This is an optimization exercise on Yosys and OpenROAD, whose aim is small area, not a production implementation.
The RTL was checked by simulation tests, not by an equivalence proof against the original design.
Power and IR drop assume default switching activity.

==> flow/design.v, too long to show whole: its modules and the start of the top module <==
// module mario: 3427 lines
module mario(clk, reset, key_valid, key_code, key_is_down, coin_display, sprite_addr, sprite1_data, sprite2_data, hsync, vsync, rgb, seg, an);
  // ...
==> flow/flow/run.sh <==
#!/bin/bash
# Own layout flow: the standard flow (standard.sh) with three changes.
#  1. After the standard synthesis, the logic between the registers is mapped
#     again by ABC for area (remap.tcl); registers, their names and cell types
#     are kept as the standard synthesis made them.
#  2. The port buffers that global placement inserts use the smallest buffer.
#  3. CTS builds the clock tree from clkbuf_8 cells and inserts no dummy loads.
# Each tool writes its full output to a log here (synth.log, remap.log,
# layout.log) besides ORFS's own logs under orfs/logs/.
set -euo pipefail
export BUFFER_PORTS_ARGS="-buffer_cell sky130_fd_sc_hd__buf_1"
export CTS_ARGS="-sink_clustering_enable -sink_clustering_size 30 -sink_clustering_max_diameter 150 -repair_clock_nets -dont_use_dummy_load -buf_list sky130_fd_sc_hd__clkbuf_8"
RES=orfs/results/${FLOW_PLATFORM}/mario/base
bash standard.sh synth > synth.log 2>&1
cp $RES/1_2_yosys.v std_1_2_yosys.v
"$FLOW_HOME/../tools/install/yosys/bin/yosys" -c flow/remap.tcl > remap.log 2>&1
cp remapped.v $RES/1_2_yosys.v
bash standard.sh > layout.log 2>&1
==> flow/flow/dont_use.txt <==
sky130_fd_sc_hd__probe_p_8
sky130_fd_sc_hd__probec_p_8
sky130_fd_sc_hd__lpflow_bleeder_1
sky130_fd_sc_hd__lpflow_clkbufkapwr_1
sky130_fd_sc_hd__lpflow_clkbufkapwr_16
sky130_fd_sc_hd__lpflow_clkbufkapwr_2
sky130_fd_sc_hd__lpflow_clkbufkapwr_4
sky130_fd_sc_hd__lpflow_clkbufkapwr_8
sky130_fd_sc_hd__lpflow_clkinvkapwr_1
sky130_fd_sc_hd__lpflow_clkinvkapwr_16
sky130_fd_sc_hd__lpflow_clkinvkapwr_2
sky130_fd_sc_hd__lpflow_clkinvkapwr_4
sky130_fd_sc_hd__lpflow_clkinvkapwr_8
sky130_fd_sc_hd__lpflow_decapkapwr_12
sky130_fd_sc_hd__lpflow_decapkapwr_3
sky130_fd_sc_hd__lpflow_decapkapwr_4
sky130_fd_sc_hd__lpflow_decapkapwr_6
sky130_fd_sc_hd__lpflow_decapkapwr_8
sky130_fd_sc_hd__lpflow_inputiso0n_1
sky130_fd_sc_hd__lpflow_inputiso0p_1
sky130_fd_sc_hd__lpflow_inputiso1n_1
sky130_fd_sc_hd__lpflow_inputiso1p_1
sky130_fd_sc_hd__lpflow_inputisolatch_1
sky130_fd_sc_hd__lpflow_isobufsrc_1
sky130_fd_sc_hd__lpflow_isobufsrc_16
sky130_fd_sc_hd__lpflow_isobufsrc_2
sky130_fd_sc_hd__lpflow_isobufsrc_4
sky130_fd_sc_hd__lpflow_isobufsrc_8
sky130_fd_sc_hd__lpflow_isobufsrckapwr_16
sky130_fd_sc_hd__lpflow_lsbuf_lh_hl_isowell_tap_1
sky130_fd_sc_hd__lpflow_lsbuf_lh_hl_isowell_tap_2
sky130_fd_sc_hd__lpflow_lsbuf_lh_hl_isowell_tap_4
sky130_fd_sc_hd__lpflow_lsbuf_lh_isowell_4
sky130_fd_sc_hd__lpflow_lsbuf_lh_isowell_tap_1
sky130_fd_sc_hd__lpflow_lsbuf_lh_isowell_tap_2
sky130_fd_sc_hd__lpflow_lsbuf_lh_isowell_tap_4
sky130_fd_sc_hd__fill_1
sky130_fd_sc_hd__fill_2
sky130_fd_sc_hd__fill_4
sky130_fd_sc_hd__fill_8
==> flow/flow/remap.tcl <==
# Re-map the logic between the registers of the standard synthesis netlist
# (std_1_2_yosys.v) for area; writes remapped.v. Registers and tie cells are
# kept as they are (same instances, names and cell types).
yosys -import
set lib $::env(FLOW_HOME)/platforms/sky130hd/lib/sky130_fd_sc_hd__tt_025C_1v80.lib
# the platform's don't-use cells (platforms/sky130hd/config.mk DONT_USE_CELLS)
set dont_use {}
set f [open flow/dont_use.txt r]
foreach c [split [string trim [read $f]] "\n"] { lappend dont_use -dont_use $c }
close $f
read_liberty -ignore_miss_func $lib
# kept cells: black boxes with their port directions
delete sky130_fd_sc_hd__dfxtp_1 sky130_fd_sc_hd__conb_1
read_verilog -lib flow/seq_stub.v
read_verilog std_1_2_yosys.v
hierarchy -top $::env(FLOW_TOP)
flatten
opt_clean
# no register may have been turned into logic (only the stubbed cell is kept)
select -assert-none {t:$dff} {t:$_DFF_*} {t:$_SDFF_*} {t:$_DFFE_*} {t:$adff} {t:$dlatch} {t:$_DLATCH_*}
tee -o remap_stat_before.txt stat
abc -liberty $lib {*}$dont_use -script {+strash;dch,-f;amap;strash;dch,-f;amap;strash;dch,-f;amap}
# names of the flattened library cells' pins (_123_.A) are internal
yosys rename -hide w:_*_.*
opt_clean -purge
hilomap -singleton -hicell sky130_fd_sc_hd__conb_1 HI -locell sky130_fd_sc_hd__conb_1 LO
splitnets
opt_clean -purge
insbuf -buf sky130_fd_sc_hd__buf_1 A X
tee -o remap_stat.txt stat -liberty $lib
write_verilog -noattr -nohex -nodec remapped.v
# the written netlist, read back against the cell library, must be sound
design -reset
read_liberty -lib $lib
read_verilog remapped.v
hierarchy -check -top $::env(FLOW_TOP)
check -assert
==> flow/flow/seq_stub.v <==
// Port directions of the cells remap.tcl keeps as they are.
module sky130_fd_sc_hd__dfxtp_1(input CLK, input D, output Q); endmodule
module sky130_fd_sc_hd__conb_1(output HI, output LO); endmodule
==> flow/standard.sh <==
#!/bin/bash
# synth_recipe.tcl (not shown) runs the flow's synth.tcl, then flattens the netlist and writes it again
# the make line also repeats each setting of config.mk as NAME=value (left out here)
make -C /OpenROAD-flow-scripts/flow DESIGN_CONFIG=/design/flow/config.mk WORK_HOME=/design/flow/orfs CLKGATE_MAP_FILE= SYNTH_SCRIPT=/design/flow/synth_recipe.tcl "${@:-finish}"
==> flow/config.mk <==
export PLATFORM = sky130hd
export DESIGN_NAME = mario
export DESIGN_NICKNAME = mario
export VERILOG_FILES = /design/flow/design.v
export SDC_FILE = /design/flow/constraint.sdc
export NUM_CORES = 4
export LEC_CHECK = 0
export ABC_AREA = 1
export CAP_MARGIN = 20
export CORE_MARGIN = 2
export CORE_UTILIZATION = 40
export SLEW_MARGIN = 20
export SYNTH_MEMORY_MAX_BITS = 16384
==> flow/constraint.sdc <==
create_clock -name core_clock -period 30.0 [get_ports {clk}]
set_input_delay 6.0000 -clock core_clock [delete_from_list [all_inputs] [get_ports {clk}]]
set_output_delay 6.0000 -clock core_clock [all_outputs]
set_load 0.01 [all_outputs]
==> reports/qor.yml, run 1 <==
final_layout:
  fin_nets: 1421
  syn_to_final_growth_pct: 11.4
  final-clk-cell-share_pct: 2.54
  fin_cells: 1651
  n_fill_cell: 2233
  largest_register: "dcnt"
  final_cell_mix: "nor2_1, clkinv_1, dfxtp_1"
  final-nonclk-buf-share_pct: 4.16
power_and_ir_drop:
  p_switching_w: 0.0000752
  swShare_pct: 24.5
  intPower_w: 0.000232
  p_seq_w: 0.000177
worst_setup_path:
  worstSetupPathType: "register to output pin"
  crit_fanout: 11
  critPathBufInv: 2
  critPathCaptureType: "output pin"
  critPathMostFrequentCell: "nor2_1"
  required_ns: 24.00
synth:
  synth_nets: 1317
  synthCells: 1279
  yosys_warnings: 1
  synth_area_um2: 8290
outcome:
  outcome: "no timing/DRC/antenna violations"
placement:
  io_buffers: 76
  dp.cells: 1634
  globalplace.congestion: 1.02
grt:
  grt_overflow_total: 0
  grt.busiest_layer: "met2"
clock_tree:
  clock-root-buffer: "clkbuf_8"
detailed_routing:
  ant_nets: 0
  met3_length_um: 2310
sta:
  final_hold_viol_count: 0
hold_path:
  hold_depth: 2
floorplanning:
  die_area_um2: 21900
flow_run:
  drv_cap: 0
==> run 2, diff against run 1 <==
--- a/flow/flow/run.sh
+++ b/flow/flow/run.sh
@@ -9,7 +9,7 @@
 # layout.log) besides ORFS's own logs under orfs/logs/.
 set -euo pipefail
 export BUFFER_PORTS_ARGS="-buffer_cell sky130_fd_sc_hd__buf_1"
-export CTS_ARGS="-sink_clustering_enable -sink_clustering_size 30 -sink_clustering_max_diameter 150 -repair_clock_nets -dont_use_dummy_load -buf_list sky130_fd_sc_hd__clkbuf_8"
+export CTS_ARGS="-sink_clustering_enable -repair_clock_nets -dont_use_dummy_load -buf_list sky130_fd_sc_hd__clkbuf_8"
 RES=orfs/results/${FLOW_PLATFORM}/mario/base
 bash standard.sh synth > synth.log 2>&1
 cp $RES/1_2_yosys.v std_1_2_yosys.v
==> run 2 against run 1 <==
Net effect:
- sequential power hardly changed
- register-to-register slack about the same
- via count unchanged
- utilization unchanged
- hold slack unchanged
- first-iteration DRC count unchanged
- synthesized cell count stayed put
- die area did not move
- clock skew unchanged
- critical path depth unchanged
- final cell count did not move
- critical path type unchanged
- largest power group unchanged
==> reports/qor.yml, run 2 <==
clock_tree:
  clk_pin_slew_worst_paths_ns: 0.06
  cts_resized: 0
  numCtsBuffers: 17
  cts_setup_buffers: 0
  cts-hold-fix-buffers: 0
  clock_path_buffers: 2
  clock-root-buffer: "clkbuf_8"
  htreeDepth: 4
  cts_sinks: 130
  cts_tree: "done"
  clock_latency_ns: 0.45
placement:
  io_buffers: 76  # unchanged
  globalplace.congestion: 1.02  # unchanged
  post-place-ws_ns: 21.23
  hpwl_um: 24000
outcome:
  outcome: "no timing/DRC/antenna violations"
synth:
  synth_nets: 1317  # unchanged
  postSynthAreaPerCell_um2: 6.48
  synthCells: 1279  # unchanged
  synth_area_um2: 8290  # unchanged
  yosys_warnings: 1  # unchanged
grt:
  grt_usage_pct: 28.8
  grt_overflow_total: 0  # unchanged
  grt_pass1_wl_um: 49300
  grt_pass1_vias: 9100
  antenna_found_initial: 0
  grt_max_degree: 37
sta:
  clock.fmax_mhz: 116
  period_minus_slack_ns: 8.61
  clock_skew_ns: 0.0341
  finalSetupTns_ns: 0
  setup_slack_ns: 21.39
  drv_slew: 0
  setup_viol: 0
  fin_crit_sh_pct: 28.7
  fin_hold_ws_ns: 0.412
  final_hold_viol_count: 0  # unchanged
  slew_headroom_pct: 28.1
  grt_setup_unrepaired: "false"
  tightest_slew_ns: 1.06
detailed_routing:
  dr_wl_met2_um: 14100
  drt_pre_antenna_iters: 8
  wl_met1_um: 13000
  met3_length_um: 2310  # unchanged
  routed_wl_um: 31200
  vias: 9827
  routedWlPerCell_um: 18.9
  avgViaCountPerCell: 5.95
  route.detailed.drc: 0
  ant_nets: 0  # unchanged
  drt-initial-drc-count: 995
  routed.top_layer: "met4"
worst_setup_path:
  critPathMostFrequentCell: "nor2_1"
  crit_fanout: 11  # unchanged
  crit_path_start_kind: "register"
  critPathCaptureType: "output pin"
  crit_chain: "clkinv_1 -> nor2_1 -> nand3_1 -> o211ai_1 -> a21oi_1 -> o21ai_0 -> a41o_1 -> nor2_1 -> buf_1"
  required_ns: 24.00  # about the same
  cpPeakStageDelay_ns: 0.44
  worstSetupPathType: "register to output pin"
  crit_arrival_ns: 2.61
  cp_slowest_cell: "dfxtp_1"
power_and_ir_drop:
  powerDensity_nw_per_um2: 33.3
  ir_worst_vdd_v: 0.0000222
  p_leak_nw: 2.95
floorplanning:
  pin_count: 77
  die_area_um2: 21900  # unchanged
  rows: 52
  die_y_um: 148
  die_w_um: 148
  core_um2: 20300
  start_util_pct: 40.8
final_layout:
  final_cell_mix: "nor2_1, clkinv_1, dfxtp_1"
  fin_nets: 1421  # unchanged
  drive_gt1_share_pct: 2.24
  syn_to_final_growth_pct: 11.4  # unchanged
  largest_register: "dcnt"
  largest_registers: "dcnt (17), rgb (12), vga_unit.hc (12)"
  layout_commonest_cell: "nor2_1"
  final_util_pct: 45.5
  largest_reg_flops: 17
  antennaDiodeCount: 0
hold_path:
  hold_class: "register to register"
flow_run:
  drv_cap: 0  # unchanged
run 2: worst paths after layout:
path	startpoint	end	slack [ns]	cells past startpoint
setup / recovery	vga_unit.vy[5]$_SDFFE_PP0N_	sprite_addr[1]	21.39	9
hold / removal	dcnt[4]$_SDFF_PP0_	dcnt[5]$_SDFF_PP0_	0.41	2
setup reg to reg	vga_unit.vy[5]$_SDFFE_PP0N_	bitmap_unit.sbm1_reg[4]$_SDFF_PP0_	23.19	33
hold reg to reg	dcnt[4]$_SDFF_PP0_	dcnt[5]$_SDFF_PP0_	0.41	2
run 2: critical path: cells and delay by family (launching register included):
family          cells  cell delay, ns
simple gates        3            0.48
flops               1            0.44
compound gates      4            0.96
buf+inv             2            0.30
run 2: layout make-up:
cell class | count | area [um2]
Inverter | 180 | 676
Multi-Input combinational cell | 965 | 4990
Fill cell | 2233 | 11100
Sequential cell | 130 | 2600
Clock buffer | 17 | 234
Timing Repair Buffer | 89 | 384
Tap cell | 270 | 338
run 2: stage by stage:
| step | total power (W) | instance area (um2) | instances |
|---|---|---|---|
| 2_1_floorplan | 0.000192 | 8290 | 1279 |
| 3_3_place_gp | 0.000200 | 8990 | 1634 |
| 3_5_place_dp | 0.000200 | 8990 | 1634 |
| 4_1_cts | 0.000312 | 9230 | 1651 |
| 5_1_grt | 0.000322 | 9230 | 1651 |
| 6_report | 0.000307 | 9230 | 1651 |
run 2: metal layers:
layer	vias to the layer above	track usage (%)
li1	4752	-
met1	4441	36.0
met2	504	47.4
met3	130	4.85
met4	0	15.5
met5	-	0
run 2: power breakdown:
| part | switching [W] | leakage, nW | internal (W) | total [W] |
|---|---|---|---|---|
| Clock | 0.0000614 | 0.122 | 0.0000499 | 0.000111 |
| Sequential | 0.00000166 | 1.05 | 0.000176 | 0.000177 |
| Combinational | 0.0000121 | 1.77 | 0.00000628 | 0.0000183 |
==> run 3, diff against run 2 <==
--- a/flow/config.mk
+++ b/flow/config.mk
@@ -6,8 +6,8 @@
 export NUM_CORES = 4
 export LEC_CHECK = 0
 export ABC_AREA = 1
-export CAP_MARGIN = 20
+export CAP_MARGIN = 0
 export CORE_MARGIN = 2
-export CORE_UTILIZATION = 40
-export SLEW_MARGIN = 20
+export CORE_UTILIZATION = 55
+export SLEW_MARGIN = 0
 export SYNTH_MEMORY_MAX_BITS = 16384
==> run 3 against run 2 <==
Net effect:
- combinational power barely moved
- clock power fell by 4%
- hold slack improved by 0.0085 ns
- sequential cell count did not move
- total power fell by 1.5%
- highest routed layer unchanged
- clock skew fell by 0.0014 ns
- via count rose by 1.7%
- critical path depth did not move
- first-iteration DRC count rose by 18%
- largest power group unchanged
- synthesized cell count did not move
- sequential share of layout area rose by 0.45 points
==> reports/qor.yml, run 3 <==
sta:
  clock.fmax_mhz: 116  # -0.11%
  slew_headroom_pct: 29.4  # +1.3 points
  tightest_slew_ns: 1.05  # -0.0164 ns
  setup_viol: 0  # unchanged
  clock_skew_ns: 0.0327  # -0.00138 ns
  grt_setup_unrepaired: "false"
  final_hold_viol_count: 0  # unchanged
  period_minus_slack_ns: 8.62  # +0.00960 ns
  fin_crit_sh_pct: 28.7  # +0.032 points
  fin_hold_ws_ns: 0.420  # +0.00852 ns
  drv_slew: 0  # unchanged
  finalSetupTns_ns: 0  # unchanged
  setup_slack_ns: 21.38  # -0.00960 ns
clock_tree:
  cts-hold-fix-buffers: 0  # unchanged
  clk_pin_slew_worst_paths_ns: 0.06  # about the same
  cts_setup_buffers: 0  # unchanged
  clock_path_buffers: 2  # unchanged
  cts_resized: 0  # unchanged
  numCtsBuffers: 17  # unchanged
  htreeDepth: 4  # unchanged
  clock-root-buffer: "clkbuf_8"
  cts_tree: "done"
  cts_sinks: 130  # unchanged
  clock_latency_ns: 0.46  # about the same
power_and_ir_drop:
  intPower_w: 0.000232  # about the same
  p_switching_w: 0.0000706  # -6.1%
  swShare_pct: 23.3  # -1.1 points
  clockPowerShare_pct: 35.3  # -0.9 points
  comb_power_share_pct: 6.0  # about the same
  ir_worst_vdd_v: 0.0000266  # +20%
  total_power_w: 0.000302  # -1.5%
  p_leak_nw: 2.92  # -0.84%
  power_frac_seq_pct: 58.7  # +0.9 points
  powerDensity_nw_per_um2: 33.3  # about the same
worst_setup_path:
  crit_arrival_ns: 2.62  # about the same
  worstSetupPathType: "register to output pin"
  required_ns: 24.00  # about the same
  crit_fanout: 11  # unchanged
  rrSetupSlack_ns: 23.00  # -0.19 ns
  crit_path_start_kind: "register"
  critPathCaptureType: "output pin"
  reg2regPathDepth: 32  # -3.0%
synth:
  yosys_warnings: 1  # unchanged
  synthCells: 1279  # unchanged
  postSynthAreaPerCell_um2: 6.48  # unchanged
  synth_nets: 1317  # unchanged
  synth_area_um2: 8290  # unchanged
grt:
  grt_overflow_total: 0  # unchanged
  grt_pass1_wl_um: 43900  # -11%
  grt_pass1_vias: 8959  # -1.5%
  antenna_found_initial: 0  # unchanged
  grt_usage_pct: 33.6  # +4.8 points
  grt_max_degree: 37  # unchanged
floorplanning:
  die_w_um: 127  # -14%
  pin_count: 77  # unchanged
  die_y_um: 127  # -14%
  core_um2: 14600  # -28%
  die_area_um2: 16100  # -27%
  rows: 44  # -15%
  start_util_pct: 56.6  # +16 points
placement:
  placed_cell_area_um2: 8850  # -1.6%
  hpwl_um: 20600  # -14%
  globalplace.congestion: 1.12  # +9.0%
  io_buffers: 76  # unchanged
  post-place-ws_ns: 21.24  # +0.0157 ns
final_layout:
  antennaDiodeCount: 0  # unchanged
  final_cell_area_um2: 9080  # -1.6%
  largest_reg_flops: 17  # unchanged
  layout_commonest_cell: "nor2_1"
  largest_registers: "dcnt (17), rgb (12), vga_unit.hc (12)"
  fin_nets: 1416  # -0.35%
  largest_register: "dcnt"
  final_cell_mix: "nor2_1, clkinv_1, dfxtp_1"
  syn_to_final_growth_pct: 9.62
  drive_gt1_share_pct: 1.89  # -0.36 points
detailed_routing:
  routed_wl_um: 27400  # -12%
  drt_pre_antenna_iters: 7  # -1
  routedWlPerCell_um: 17.5  # -7.0%
  route.detailed.drc: 0  # unchanged
  drt-initial-drc-count: 1178  # +18%
  ant_nets: 0  # unchanged
  vias: 9990  # +1.7%
  avgViaCountPerCell: 6.40  # +7.6%
flow_run:
  drv_cap: 0  # unchanged
hold_path:
  hold_class: "register to register"
  hold_depth: 2  # unchanged
outcome:
  outcome: "no timing/DRC/antenna violations"
-- run 3: layout make-up --
class                           count  area [um2]
Clock buffer                       17         234
Multi-Input combinational cell    965        4990
Timing Repair Buffer               84         347
Fill cell                        1391        5560
Tap cell                          184         230
Sequential cell                   130        2600
Inverter                          180         676
-- run 3: worst max-delay path, cell delays in order, from the launching register on --
cell and delay (ns):
dfxtp_1 0.44, clkinv_1 0.17, nor2_1 0.26, nand3_1 0.13, o211ai_1 0.33, a21oi_1 0.10, o21ai_0 0.17, a41o_1 0.37
nor2_1 0.07, buf_1 0.14
-- run 3: worst paths after layout --
check / from / to
setup / recovery: vga_unit.vy[5]$_SDFFE_PP0N_ / sprite_addr[1]
hold / removal: dcnt[4]$_SDFF_PP0_ / dcnt[5]$_SDFF_PP0_
setup reg to reg: vga_unit.vy[7]$_SDFFE_PP0N_ / bitmap_unit.sbm1_reg[4]$_SDFF_PP0_
hold reg to reg: dcnt[4]$_SDFF_PP0_ / dcnt[5]$_SDFF_PP0_
-- run 3: per-layer routing --
layer	track usage, %	up-vias	part of all wire (%)
met5	0	-	0
met4	18.2	0	4.7
met3	6.96	142	11
met2	51.5	702	42
met1	44.5	4423	42
li1	-	4723	-
-- run 3: power groups by stage --
stage / Combinational [W] / Sequential (W) / Clock, W
after floorplan: 0.0000102 / 0.000182 / 0
after global placement: 0.0000175 / 0.000181 / 0
after detailed placement: 0.0000180 / 0.000181 / 0
after CTS: 0.0000181 / 0.000177 / 0.000109
after global routing: 0.0000206 / 0.000178 / 0.000116
final: 0.0000182 / 0.000177 / 0.000107
-- run 3: through the flow --
stage,instances,util (%)
5_1_grt,1560,62.0
3_3_place_gp,1543,60.4
2_1_floorplan,1279,-
6_report,1560,62.0
3_5_place_dp,1543,60.4
4_1_cts,1560,62.0

static timing again, ports no longer ideal:
In the flow no input, the clock included, has a driving cell. The finished layouts below were timed again as built, in two steps.
Step 1 assumes that a clkbuf_16 drives the clock port and a buf_2 every other input.
Step 2 adds t to the input delays and takes it off the output delays; t is the mean of the earliest and latest rising clock arrival at the registers after step 1. Input paths then give back, and output paths get back, about the clock's delay inside the block.
Slacks: ideal ports / drivers / drivers and shift; pairs: ideal ports / drivers.
run	t, ns	setup slack, ns	pins driven straight from the clock port
run 1	0.473	21.385 / 21.349 / 21.246	1
run 2	0.473	21.385 / 21.349 / 21.246	1
run 3	0.479	21.376 / 21.338 / 21.236	1
After both steps every run listed still meets setup and hold. The setup slack of run 3, which loses most, moves by -0.038 ns with the drivers and by -0.140 ns with both steps.
